This design comes from an exercise in tuning for small area, a short achievable clock period and few clock cycles on the open sky130 flow, not from production work. Function was checked by simulation only, so behaviour that the tests miss may differ from the original.

## oak
## alu
module alu #(
    parameter INST_W = 4,
    parameter INT_W  = 6,
    parameter FRAC_W = 10,
    parameter DATA_W = INT_W + FRAC_W
)(
    input                      i_clk,
    input                      i_rst_n,
    input                      i_in_valid,
    output                     o_busy,
    input         [INST_W-1:0] i_inst,
    input  signed [DATA_W-1:0] i_data_a,
    input  signed [DATA_W-1:0] i_data_b,
    output                     o_out_valid,
    output        [DATA_W-1:0] o_data
);
Size in the first run: roughly 230 flip-flops, about 57 I/O pins, ~0.029 mm2 of cells after synthesis.
export LEC_CHECK = 0
export ABC_AREA = 1
export CAP_MARGIN = 20
export CORE_MARGIN = 2
export CORE_UTILIZATION = 40
export SLEW_MARGIN = 20
create_clock -name core_clock -period 27.0 [get_ports {i_clk}]
standard.sh (not shown) runs the stock make flow with config.mk's settings and CLKGATE_MAP_FILE= SYNTH_SCRIPT=/design/flow/synth_recipe.tcl, a recipe that flattens the netlist after the stock synthesis.
==> flow/flow/run.sh <==
#!/bin/bash
# The standard layout, with faster port buffers and timing repair aimed
# at a shorter period than the design's (the SDC itself is unchanged).
set -euo pipefail
bash standard.sh \
  BUFFER_PORTS_ARGS="-buffer_cell sky130_fd_sc_hd__buf_4" \
  SETUP_SLACK_MARGIN=20.7 \
  finish > standard.log 2>&1
oak completed; timing, DRC and antenna clean
Testbench counts of oak, summed over its fixed seeds: cycles 3,420.
Here is what was changed in the inputs of pine compared with oak.
-- flow/flow/run.sh --
<<< oak, line 5
bash standard.sh \
  BUFFER_PORTS_ARGS="-buffer_cell sky130_fd_sc_hd__buf_4" \
  SETUP_SLACK_MARGIN=20.7 \
  finish > standard.log 2>&1
>>> pine, line 5
bash standard.sh \
  BUFFER_PORTS_ARGS="-buffer_cell sky130_fd_sc_hd__buf_4" \
  SETUP_SLACK_MARGIN=20.6 \
  finish > standard.log 2>&1
## What came out
The non-clock buffer count of pine falls short of that of oak by 7.4%. Summary of pine over oak: routed wire length on met2 fell about 0.5%. Compare oak and pine | relative slew slack higher: pine. pine ends up with a wire length on met3 that is 1.5% lower than in oak. In terms of delay of the slowest cell on the worst path, pine and oak differ only marginally.

========
Another version of the RTL of alu (not shown whole).
Size: ~230 flip-flops, about 57 I/O pins.
==> flow/config.mk <==
export PLATFORM = sky130hd
export DESIGN_NAME = alu
export DESIGN_NICKNAME = alu
export VERILOG_FILES = /design/flow/design.v
export SDC_FILE = /design/flow/constraint.sdc
export NUM_CORES = 4
export LEC_CHECK = 0
export ABC_AREA = 1
export CAP_MARGIN = 20
export CORE_MARGIN = 2
export CORE_UTILIZATION = 50
export SLEW_MARGIN = 20
==> flow/constraint.sdc <==
create_clock -name core_clock -period 27.0 [get_ports {i_clk}]
set_input_delay 5.4000 -clock core_clock [delete_from_list [all_inputs] [get_ports {i_clk}]]
set_output_delay 5.4000 -clock core_clock [all_outputs]
set_load 0.01 [all_outputs]
==> flow/flow/run.sh <==
#!/bin/bash
# The standard layout, with faster port buffers, timing repair aimed at
# a shorter period than the design's (the SDC itself is unchanged), and a
# clock tree built without dummy loads.
set -euo pipefail
bash standard.sh \
  BUFFER_PORTS_ARGS="-buffer_cell sky130_fd_sc_hd__buf_4" \
  SETUP_SLACK_MARGIN=20.5 \
  CTS_ARGS="-sink_clustering_enable -repair_clock_nets -dont_use_dummy_load" \
  finish > standard.log 2>&1
Testbench counts at the start, summed over its fixed seeds: cycles 3,420.
Then changed:
==> flow/flow/run.sh (replaced) <==
#!/bin/bash
# The standard layout, with faster port buffers, timing repair aimed at
# a shorter period than the design's (the SDC itself is unchanged), and a
# clock tree built without dummy loads and with smaller leaf buffers.
set -euo pipefail
bash standard.sh \
  BUFFER_PORTS_ARGS="-buffer_cell sky130_fd_sc_hd__buf_4" \
  SETUP_SLACK_MARGIN=20.5 \
  CTS_ARGS="-sink_clustering_enable -repair_clock_nets -dont_use_dummy_load -sink_clustering_buffer sky130_fd_sc_hd__clkbuf_8" \
  finish > standard.log 2>&1
Count of clock-buffer cells in the layout climbs by 17.
Global-route usage climbs by 0.13 points.
Design area is about the same.
Sequential share of layout area is about the same.
Cell count barely changes.
Area after synthesis is unchanged.
Core utilization drops by 0.13 points.

## re-timing with driven ports
Ports are ideal in the flow. The routed layouts listed here were re-timed in OpenROAD. Step 1 (the two cells are an assumption about what drives the block):
set clk [get_ports {i_clk}]
set_driving_cell -lib_cell sky130_fd_sc_hd__clkbuf_16 $clk
set_driving_cell -lib_cell sky130_fd_sc_hd__buf_2 [delete_from_list [all_inputs] $clk]
Step 2 times the ports against the registers' clock, not the clock port: input delays grow and output delays shrink by t, the midpoint of the rising clock arrivals with the driver on. a / b / c = ideal / step 1 / step 2; a / b = the first two.
run | t (ns) | slack for setup (ns) | worst setup path at the end | slew at the worst register clock pin (ns)
oak | 0.625 | 20.473 / 20.414 / 20.291 | input to register | 0.07 / 0.07
pine | 0.625 | 20.468 / 20.409 / 20.294 | input to register | 0.08 / 0.08
the first run of note 2 | 0.607 | 20.489 / 20.431 / 20.288 | input to register | 0.06 / 0.06
the second run of note 2 | 0.564 | 20.505 / 20.449 / 20.354 | input to register | 0.06 / 0.06
After both steps setup and hold are still met in every run listed. For the first run of note 2, which loses most, drivers alone change the setup slack by -0.058 ns; drivers and shift together by -0.201 ns.
